This is an optimization exercise on Yosys and OpenROAD, whose aim is small area, not a production implementation.
Only simulation tests tie the RTL to the original design; equivalence was not proved.

## flow/design.v (module list and top-level ports; edited modules follow where they fit)
// module algorithm_core: 1696 lines
// module algorithm_top: 21 lines
module algorithm_top (
  input  logic        clk,
  input  logic        rst_n,
  input  logic        s_valid,
  output logic        s_ready,
  input  logic [11:0] s_data,
  output logic        m_valid,
  input  logic        m_ready,
  output logic [15:0] m_data
);
  // ...
==> flow/flow/run.sh <==
#!/bin/bash
# Own layout flow: the standard synthesis, then a netlist clean-up (flow/netopt.py:
# history-register input muxes as a22o cells, fewer inverters around full adders),
# then the standard layout steps with a leaner clock tree.
set -euo pipefail
HERE=$(pwd)
R=$HERE/orfs/results/sky130hd/algorithm_top/base
CTS="CTS_ARGS=-sink_clustering_enable -repair_clock_nets -dont_use_dummy_load -sink_clustering_size 8 -sink_clustering_max_diameter 40 -buf_list sky130_fd_sc_hd__clkbuf_4 -root_buf sky130_fd_sc_hd__clkbuf_16"
bash standard.sh synth > synth_std.log 2>&1
cp $R/1_2_yosys.v $HERE/1_2_yosys.std.v
python3 flow/netopt.py $HERE/1_2_yosys.std.v $R/1_2_yosys.v > netopt.log 2>&1
rm -f $R/1_synth.odb $R/1_synth.sdc
bash standard.sh synth > synth_odb.log 2>&1
bash standard.sh "$CTS" "BUFFER_PORTS_ARGS=-buffer_cell sky130_fd_sc_hd__buf_1" finish > layout.log 2>&1
==> flow/standard.sh <==
#!/bin/bash
# synth_recipe.tcl (not shown) runs the flow's synth.tcl, then flattens the netlist and writes it again
# the make line also repeats each setting of config.mk as NAME=value (left out here)
make -C /OpenROAD-flow-scripts/flow DESIGN_CONFIG=/design/flow/config.mk WORK_HOME=/design/flow/orfs CLKGATE_MAP_FILE= SYNTH_SCRIPT=/design/flow/synth_recipe.tcl "${@:-finish}"
==> flow/config.mk <==
export PLATFORM = sky130hd
export DESIGN_NAME = algorithm_top
export DESIGN_NICKNAME = algorithm_top
export VERILOG_FILES = /design/flow/design.v
export SDC_FILE = /design/flow/constraint.sdc
export NUM_CORES = 4
export LEC_CHECK = 0
export CAP_MARGIN = 20
export CORE_MARGIN = 2
export CORE_UTILIZATION = 60
export GPL_TIMING_DRIVEN = 0
export SETUP_SLACK_MARGIN = 0.2
export SLEW_MARGIN = 20
==> flow/constraint.sdc <==
create_clock -name core_clock -period 6.0 [get_ports {clk}]
set_input_delay 1.2000 -clock core_clock [delete_from_list [all_inputs] [get_ports {clk}]]
set_output_delay 1.2000 -clock core_clock [all_outputs]
set_load 0.01 [all_outputs]
Not shown: flow/flow/netopt.py
==> results.cfg, run 1 <==
[clock_network]
cts.repair.resized = 11
cts_made_buffers = 41
clock_tree.buffer_depth = 3
clk_pin_slew_worst_paths_ps = 90

[layout]
final_net_count = 2160
area_share_nonclk_buffers = 0.00882
top_area_cell_class = multi-input combinational cells
mostFrequentLayoutCell = fa_1
fin_cells = 1847
n_antenna_cell = 0
filler_cell_count = 2714

[outcome]
run_status = no timing/DRC/antenna violations

[hold_path]
worst_hold_path_type = in2async

[floorplanning]
floorplan.initialDensity = 0.612
fp.dieArea_um2 = 37900
die_height_um = 195

[worst_setup_path]
timing.critical_path.required_ps = 6390
worstPathBufferInverterCount = 1
worstSetupEndpointType = register

[sta]
report.final.setup_viol = 0
timing.hold.ws_ps = 462
final_hold_viol_count = 0
achievable-frequency_ghz = 0.174

[grt]
wire_length_of_the_first_global_routing_pass_um = 108000
groute.layer.met3.usage = 0.103
grt_max_degree = 33

[synth]
number_of_instances_in_the_synthesized_netlist = 1313

[routing]
viasPerCell = 6.76
drtIter0Drc = 1237
==> run 2: changes to the inputs <==
--- a/flow/design.v
+++ b/flow/design.v
@@ -1665,73 +1665,72 @@
   wire s1511 = c1152_q ^ s1229_q ^ ~c1510;
   wire c1512 = (c1152_q & s1229_q) | (c1152_q & ~c1510) | (s1229_q & ~c1510);
   wire s1513 = ~c1230_q ^ s1297_q ^ c1512;
   wire c1514 = (~c1230_q & s1297_q) | (~c1230_q & c1512) | (s1297_q & c1512);
   wire s1515 = c1298_q ^ s1353_q ^ c1514;
   wire c1516 = (c1298_q & s1353_q) | (c1298_q & c1514) | (s1353_q & c1514);
   wire s1517 = c1354_q ^ s1399_q ^ c1516;
   wire c1518 = (c1354_q & s1399_q) | (c1354_q & c1516) | (s1399_q & c1516);
-  wire s1519 = ~c1066_q ^ s1151_q ^ 1'b0;
-  wire c1520 = (~c1066_q & s1151_q) | (~c1066_q & 1'b0) | (s1151_q & 1'b0);
-  wire s1521 = c1152_q ^ s1229_q ^ c1520;
-  wire c1522 = (c1152_q & s1229_q) | (c1152_q & c1520) | (s1229_q & c1520);
-  wire s1523 = ~c1230_q ^ s1297_q ^ c1522;
-  wire c1524 = (~c1230_q & s1297_q) | (~c1230_q & c1522) | (s1297_q & c1522);
-  wire s1525 = c1298_q ^ s1353_q ^ c1524;
-  wire c1526 = (c1298_q & s1353_q) | (c1298_q & c1524) | (s1353_q & c1524);
-  wire s1527 = c1354_q ^ s1399_q ^ c1526;
-  wire c1528 = (c1354_q & s1399_q) | (c1354_q & c1526) | (s1399_q & c1526);
-  wire m1529 = ~c1508 ? ~s1519 : ~s1509;
-  wire m1530 = ~c1508 ? ~s1521 : ~s1511;
-  wire m1531 = ~c1508 ? ~s1523 : ~s1513;
-  wire m1532 = ~c1508 ? ~s1525 : ~s1515;
-  wire m1533 = ~c1508 ? ~s1527 : ~s1517;
-  wire m1534 = ~c1508 ? ~c1528 : ~c1518;
-  wire s1535 = c1436_q ^ s1463_q;
-  wire c1536 = ~(c1436_q | s1463_q);
-  wire s1537 = c1464_q ^ s1483_q ^ c1536;
-  wire c1538 = (c1464_q & s1483_q) | (c1464_q & c1536) | (s1483_q & c1536);
-  wire s1539 = c1484_q ^ s1491_q ^ c1538;
-  wire c1540 = (c1484_q & s1491_q) | (c1484_q & c1538) | (s1491_q & c1538);
-  wire s1541 = s1495_q ^ c1540;
-  wire c1542 = c1540 & ~s1495_q;
-  wire s1543 = c1494_q ^ c1496_q ^ ~c1542;
-  wire s1544 = s1435_q ^ 1'b0;
-  wire c1545 = ~(s1435_q | 1'b0);
-  wire s1546 = c1436_q ^ s1463_q ^ ~c1545;
-  wire c1547 = (c1436_q & s1463_q) | (c1436_q & ~c1545) | (s1463_q & ~c1545);
-  wire s1548 = c1464_q ^ s1483_q ^ ~c1547;
-  wire c1549 = (c1464_q & s1483_q) | (c1464_q & ~c1547) | (s1483_q & ~c1547);
-  wire s1550 = c1484_q ^ s1491_q ^ c1549;
-  wire c1551 = (c1484_q & s1491_q) | (c1484_q & c1549) | (s1491_q & c1549);
-  wire s1552 = s1495_q ^ c1551;
-  wire c1553 = c1551 & ~s1495_q;
-  wire s1554 = c1494_q ^ c1496_q ^ ~c1553;
-  wire m1555 = m1534 ? s1544 : ~s1435_q;
-  wire m1556 = m1534 ? ~s1546 : s1535;
-  wire m1557 = m1534 ? s1548 : s1537;
-  wire m1558 = m1534 ? s1550 : s1539;
-  wire m1559 = m1534 ? ~s1552 : ~s1541;
-  wire m1560 = m1534 ? ~s1554 : ~s1543;
+  wire o1519 = ~s1509 ^ ~c1508;
+  wire p1520 = ~s1509;
+  wire f1521 = ~c1508 & p1520;
+  wire o1522 = ~s1511 ^ f1521;
+  wire p1523 = p1520 & ~s1511;
+  wire f1524 = ~c1508 & p1523;
+  wire o1525 = ~s1513 ^ f1524;
+  wire p1526 = p1523 & ~s1513;
+  wire f1527 = ~c1508 & p1526;
+  wire o1528 = ~s1515 ^ f1527;
+  wire p1529 = p1526 & ~s1515;
+  wire f1530 = ~c1508 & p1529;
+  wire o1531 = ~s1517 ^ f1530;
+  wire p1532 = p1529 & ~s1517;
+  wire k1533 = ~c1518 | (~c1508 & p1532);
+  wire s1534 = c1436_q ^ s1463_q;
+  wire c1535 = ~(c1436_q | s1463_q);
+  wire s1536 = c1464_q ^ s1483_q ^ c1535;
+  wire c1537 = (c1464_q & s1483_q) | (c1464_q & c1535) | (s1483_q & c1535);
+  wire s1538 = c1484_q ^ s1491_q ^ c1537;
+  wire c1539 = (c1484_q & s1491_q) | (c1484_q & c1537) | (s1491_q & c1537);
+  wire s1540 = s1495_q ^ c1539;
+  wire c1541 = c1539 & ~s1495_q;
+  wire s1542 = c1494_q ^ c1496_q ^ ~c1541;
+  wire o1543 = ~s1435_q ^ k1533;
+  wire p1544 = ~s1435_q;
+  wire f1545 = k1533 & p1544;
+  wire o1546 = s1534 ^ f1545;
+  wire p1547 = p1544 & s1534;
+  wire f1548 = k1533 & p1547;
+  wire o1549 = s1536 ^ f1548;
+  wire p1550 = p1547 & s1536;
+  wire f1551 = k1533 & p1550;
+  wire o1552 = s1538 ^ f1551;
+  wire p1553 = p1550 & s1538;
+  wire f1554 = k1533 & p1553;
+  wire o1555 = ~s1540 ^ f1554;
+  wire p1556 = p1553 & ~s1540;
+  wire f1557 = k1533 & p1556;
+  wire o1558 = ~s1542 ^ f1557;
+  wire p1559 = p1556 & ~s1542;
   assign m_data[0] = ~s1501;
   assign m_data[1] = ~s1503;
   assign m_data[2] = ~s1505;
   assign m_data[3] = ~s1507;
-  assign m_data[4] = m1529;
-  assign m_data[5] = m1530;
-  assign m_data[6] = m1531;
-  assign m_data[7] = m1532;
-  assign m_data[8] = m1533;
-  assign m_data[9] = m1555;
-  assign m_data[10] = m1556;
-  assign m_data[11] = m1557;
-  assign m_data[12] = m1558;
-  assign m_data[13] = m1559;
-  assign m_data[14] = m1560;
+  assign m_data[4] = o1519;
+  assign m_data[5] = o1522;
+  assign m_data[6] = o1525;
+  assign m_data[7] = o1528;
+  assign m_data[8] = o1531;
+  assign m_data[9] = o1543;
+  assign m_data[10] = o1546;
+  assign m_data[11] = o1549;
+  assign m_data[12] = o1552;
+  assign m_data[13] = o1555;
+  assign m_data[14] = o1558;
   assign m_data[15] = m_data[14];
   assign m_valid = v1_q;
 endmodule
 module algorithm_top (
   input  logic        clk,
   input  logic        rst_n,
   input  logic        s_valid,
   output logic        s_ready,
==> flow/flow/run.sh (replaced) <==
#!/bin/bash
# Own layout flow: the standard synthesis, then a netlist clean-up (flow/netopt.py:
# history-register input muxes as a22o cells, fewer inverters around full adders),
# then the standard layout steps with a leaner clock tree.
set -euo pipefail
HERE=$(pwd)
R=$HERE/orfs/results/sky130hd/algorithm_top/base
CTS="CTS_ARGS=-sink_clustering_enable -repair_clock_nets -dont_use_dummy_load -sink_clustering_size 22 -sink_clustering_max_diameter 60 -buf_list sky130_fd_sc_hd__clkbuf_16 -root_buf sky130_fd_sc_hd__clkbuf_16"
bash standard.sh synth > synth_std.log 2>&1
cp $R/1_2_yosys.v $HERE/1_2_yosys.std.v
python3 flow/netopt.py $HERE/1_2_yosys.std.v $R/1_2_yosys.v > netopt.log 2>&1
rm -f $R/1_synth.odb $R/1_synth.sdc
bash standard.sh synth > synth_odb.log 2>&1
bash standard.sh "$CTS" "BUFFER_PORTS_ARGS=-buffer_cell sky130_fd_sc_hd__buf_1" finish > layout.log 2>&1
==> results.cfg, run 2 <==
[outcome]
run_status = no timing/DRC/antenna violations

[synth]
ys.warnings.count = 1
avgSynthCellArea_um2 = 16.6
syn-cell-area_um2 = 21700
number_of_instances_in_the_synthesized_netlist = 1306
synthesis.nets = 2073

[clock_network]
cts_made_buffers = 25
clock_tree.buffer_depth = 3
cts-htree-levels = 1
clk_latency_ps = 570
numClockSinks = 226
postCtsSetupRepairBufs = 0
cts-root-buf = clkbuf_16
cts_hold_buf = 0
cts.repair.resized = 20
clk_pin_slew_worst_paths_ps = 80
tritoncts_clock_tree = yes

[sta]
rsz_0062_raised_after_global_routing = yes
period_share = 0.952
worst_slew_slack_as_a_fraction_of_its_limit = 0.314
setup_tns_final_ps = 0
fin_skew_ps = 56.5
period_minus_slack_ps = 5710
achievable-frequency_ghz = 0.175
slew_violations = 0
timing.hold.ws_ps = 414
timing_worst_slew_pin_value_ps = 1020
report.final.setup_viol = 0
final_hold_viol_count = 0

[worst_setup_path]
worst_path_max_delay_cell = dfxtp_1
cp_cell_sequence = fa_1, fa_1, fa_1, fa_1, fa_1, fa_1, fa_1, inv_1, fa_1, fa_1, fa_1
ff2ff_path_depth = 11
timing.critical_path.required_ps = 6430
crit_family = adder cells
critical_path.reg2reg.endpoint = u_core.s1297_q$_DFF_P_
cp_max_fo = 7
slowest_delay_ps = 880
crit_path_frequent_cell = fa_1
r2r-start = u_core.h9[7]$_DFF_P_
timing.reg2reg.setup_slack_ps = 290
timing_worst_setup_path_type = reg2reg
worstPathBufferInverterCount = 1
cp_data_arrival_time_ps = 6150
worstSetupEndpointType = register
setup.worst_path.start_class = register

[floorplanning]
die_height_um = 194
fp.dieArea_um2 = 37700
fp.coreArea_um2 = 35600
floorplan.initialDensity = 0.610
boundaryPins = 34
placementRows = 69
fp.dieW_um = 194

[layout]
multi_input_area_um2 = 16800
relative_area_change_from_synthesis_to_final_layout_pct = 6.41
final_layout_size_suffix_gt1_frac = 0.0631
filler_cell_count = 2620
mostFrequentLayoutCell = fa_1
layout_common_cells = fa_1 (730), a22o_1 (180), dfxtp_1 (169)
final_net_count = 2131
sequential_cell_area_um2 = 4610
n_antenna_cell = 0

[routing]
ant_nets = 0
routed_wirelength_um = 73900
routed-via-count = 12500
wl_met3_um = 7320
drtIter0Drc = 1384
met1_length_um = 26000
viasPerCell = 6.83
route.detailed.wl_per_inst_um = 40.5
highest_layer = met4
post-route-drc-count = 0
detail_route.first_pass.iterations = 5
met2_length_um = 34200

[grt]
first_global_vias = 14400
grt-ovfl-total = 0
grt_max_degree = 33
antenna_found_initial = 0
wire_length_of_the_first_global_routing_pass_um = 107000
grt_usage = 0.421

[hold_path]
worst_hold_path_type = in2async

[place]
routabilityCongestion = 1.05
portBuffers = 31
detailedPlacementHpwl_um = 60900

[job]
drv_cap = 0
## run 2: worst max-delay path by stage
stage               depth (start not counted)                  start                     end  slack, ps
finish                                     11   u_core.h9[7]$_DFF_P_  u_core.s1297_q$_DFF_P_        290
global route                               10   u_core.h6[2]$_DFF_P_   u_core.s633_q$_DFF_P_        170
CTS                                        10  u_core.h8[10]$_DFF_P_  u_core.s1297_q$_DFF_P_        210
detailed placement                         10   u_core.h4[5]$_DFF_P_   u_core.s863_q$_DFF_P_         10
global placement                           10   u_core.h4[5]$_DFF_P_   u_core.s863_q$_DFF_P_         10
floorplan                                  13   u_core.h4[6]$_DFF_P_   u_core.s633_q$_DFF_P_        770
## run 2: metal layers
metal / up-vias / track usage
li1: 4378 / -
met1: 6929 / 0.562
met2: 874 / 0.646
met3: 278 / 0.0845
met4: 0 / 0.264
met5: - / 0
## run 2: final cells by class
| cell class | count | share of cell area |
|---|---|---|
| clock buffers | 25 | 0.0271 |
| flip-flops and latches | 226 | 0.200 |
| inverters | 80 | 0.0130 |
| well taps | 461 | 0.0250 |
| repair buffers | 31 | 0.00504 |
| multi-input cells | 981 | 0.727 |
| plain buffers | 19 | 0.00309 |
## run 2: stage by stage
step	util	cells	area, µm²	setup slack (ps)
floorplan	-	1306	21700	768
global placement	0.629	1798	22400	11.2
detailed placement	0.629	1798	22400	12.3
CTS	0.648	1823	23000	206
global route	0.649	1823	23100	173
finish	0.649	1823	23100	286
==> run 3: changes to the inputs <==
--- a/flow/flow/run.sh
+++ b/flow/flow/run.sh
@@ -6,5 +6,5 @@
 HERE=$(pwd)
 R=$HERE/orfs/results/sky130hd/algorithm_top/base
-CTS="CTS_ARGS=-sink_clustering_enable -repair_clock_nets -dont_use_dummy_load -sink_clustering_size 22 -sink_clustering_max_diameter 60 -buf_list sky130_fd_sc_hd__clkbuf_16 -root_buf sky130_fd_sc_hd__clkbuf_16"
+CTS="CTS_ARGS=-sink_clustering_enable -repair_clock_nets -dont_use_dummy_load -sink_clustering_size 16 -sink_clustering_max_diameter 60 -buf_list sky130_fd_sc_hd__clkbuf_8 -root_buf sky130_fd_sc_hd__clkbuf_16"
 bash standard.sh synth > synth_std.log 2>&1
 cp $R/1_2_yosys.v $HERE/1_2_yosys.std.v
==> results.cfg, run 3 <==
[outcome]
run_status = no timing/DRC/antenna violations

[place]
post-place-ws_ps = 12.3
portBuffers = 31
dpl_cell_area_um2 = 22400
detailedPlacementHpwl_um = 60900
routabilityCongestion = 1.05

[worst_setup_path]
worstSetupEndpointType = register
cp_data_arrival_time_ps = 6040
setup.worst_path.start_class = register
timing_worst_setup_path_type = reg2reg
timing.critical_path.required_ps = 6360
cp_max_fo = 7
ff2ff_path_depth = 10
cp_cell_sequence = fa_1, fa_1, fa_1, fa_1, fa_1, fa_1, fa_1, fa_1, fa_1, fa_1
crit_path_frequent_cell = fa_1
slowest_delay_ps = 810
worst_path_max_delay_cell = dfxtp_1

[sta]
worst_slew_slack_as_a_fraction_of_its_limit = 0.313
fin_skew_ps = 68.2
timing.hold.ws_ps = 429
period_share = 0.947
rsz_0062_raised_after_global_routing = yes
post-route-worst-setup-slack_ps = 315
final_hold_viol_count = 0
setup_tns_final_ps = 0
report.final.setup_viol = 0
timing_worst_slew_pin_value_ps = 1030
slew_violations = 0
achievable-frequency_ghz = 0.176
period_minus_slack_ps = 5680

[clock_network]
cts-htree-levels = 1
cts-root-buf = clkbuf_16
cts_made_buffers = 28
tritoncts_clock_tree = yes
clk_pin_slew_worst_paths_ps = 90
postCtsSetupRepairBufs = 0
clock_tree.buffer_depth = 3
clk_latency_ps = 550
numClockSinks = 226
cts_hold_buf = 0

[layout]
filler_cell_count = 2642
final_layout_size_suffix_gt1_frac = 0.0718
final_net_count = 2134
relative_area_change_from_synthesis_to_final_layout_pct = 5.53
layout_common_cells = fa_1 (730), a22o_1 (180), dfxtp_1 (160)
fin_area_um2 = 22900
mostFrequentLayoutCell = fa_1
n_antenna_cell = 0

[floorplanning]
placementRows = 69
fp.dieW_um = 194
floorplan.initialDensity = 0.610
boundaryPins = 34
fp.dieArea_um2 = 37700
fp.coreArea_um2 = 35600
die_height_um = 194

[grt]
wire_length_of_the_first_global_routing_pass_um = 107000
first_global_vias = 14500
grt_max_degree = 33
antenna_found_initial = 0
grt-ovfl-total = 0
grt_usage = 0.421

[routing]
viasPerCell = 6.79
routed_wirelength_um = 73700
detail_route.first_pass.iterations = 5
route.detailed.wl_per_inst_um = 40.4
routed-via-count = 12400
post-route-drc-count = 0
ant_nets = 0
drtIter0Drc = 1330

[synth]
avgSynthCellArea_um2 = 16.6
number_of_instances_in_the_synthesized_netlist = 1306
synthesis.nets = 2073
ys.warnings.count = 1
syn-cell-area_um2 = 21700

[hold_path]
worst_hold_path_type = in2async

[job]
drv_cap = 0
## run 3: changes by cell type in the layout (fill, tap and decap cells not counted)
cell,delta
clkbuf_16,-22
clkbuf_8,+25
dfxtp_1,-9
dfxtp_2,+7
dfxtp_4,+2
## run 3: layout make-up
class / instances / area, µm² / share of cell area
Tap cell: 461 / 577 / 0.0252
Timing Repair Buffer: 31 / 116 / 0.00508
Inverter: 80 / 300 / 0.0131
Clock buffer: 28 / 419 / 0.0183
Sequential cell: 226 / 4630 / 0.202
Multi-Input combinational cell: 981 / 16800 / 0.733
Buffer: 19 / 71.3 / 0.00312
## run 3: through the flow
stage | cells | utilization
after floorplan | 1306 | -
after global placement | 1798 | 0.629
after detailed placement | 1798 | 0.629
after CTS | 1826 | 0.642
after global routing | 1826 | 0.644
final | 1826 | 0.644
## run 3: critical path: cells and delay by family (launching register included)
| family | cells | cell delay, ps |
|---|---|---|
| fa+ha+maj | 10 | 4660 |
| flops | 1 | 810 |
## run 3: what timing repair did
item | 4_1_cts | 5_1_grt
endpoints found under the hold margin | 0 | 0
endpoints found under the setup margin | 13 | 13
gates resized for setup | 21 | 44
## run 3: routing by layer
layer	up-vias	share of wire	global-route usage	routed length, µm
li1	4385	-	-	-
met1	6909	0.35	0.562	26100
met2	826	0.47	0.643	34400
met3	277	0.097	0.0882	7160
met4	0	0.083	0.265	6100
met5	-	0	0	0
## run 3: worst paths after layout
path,startpoint,end,slack (ps)
hold / removal,rst_n,u_core.v1_q$_DFF_PN0_,430
setup reg to reg,u_core.h9[1]$_DFF_P_,u_core.s633_q$_DFF_P_,320
hold reg to reg,u_core.h15[0]$_DFF_P_,u_core.h15[0]$_DFF_P_,550
setup / recovery,u_core.h9[1]$_DFF_P_,u_core.s633_q$_DFF_P_,320
max in group asynchronous,rst_n,u_core.clr_q$_DFFE_PN1P_,5350
min in group core_clock,u_core.h15[0]$_DFF_P_,u_core.h15[0]$_DFF_P_,550

[afterwards: timing with drivers on the ports]
How much do the figures lean on ideal ports? The routed layouts below were timed once more, with nothing changed but the port constraints. Step 1: set_driving_cell puts a clkbuf_16 on clk and a buf_2 on each other input, an assumption about the parent block. Step 2 also shifts input and output timing later by t, the mid clock arrival at the registers, as if the neighbouring blocks saw the same clock. Three values: ideal ports, drivers, drivers and shift; two values: the first two.
run | shift t [ns] | slack for setup (ns) | worst setup path at the end | worst data-port slew with drivers (ns)
run 1 | 0.551 | 0.268 / 0.268 / 0.268 | register to register | 0.03
run 2 | 0.600 | 0.286 / 0.286 / 0.286 | register to register | 0.03
run 3 | 0.577 | 0.315 / 0.315 / 0.315 | register to register | 0.03
After both steps setup and hold are still met in every run listed.
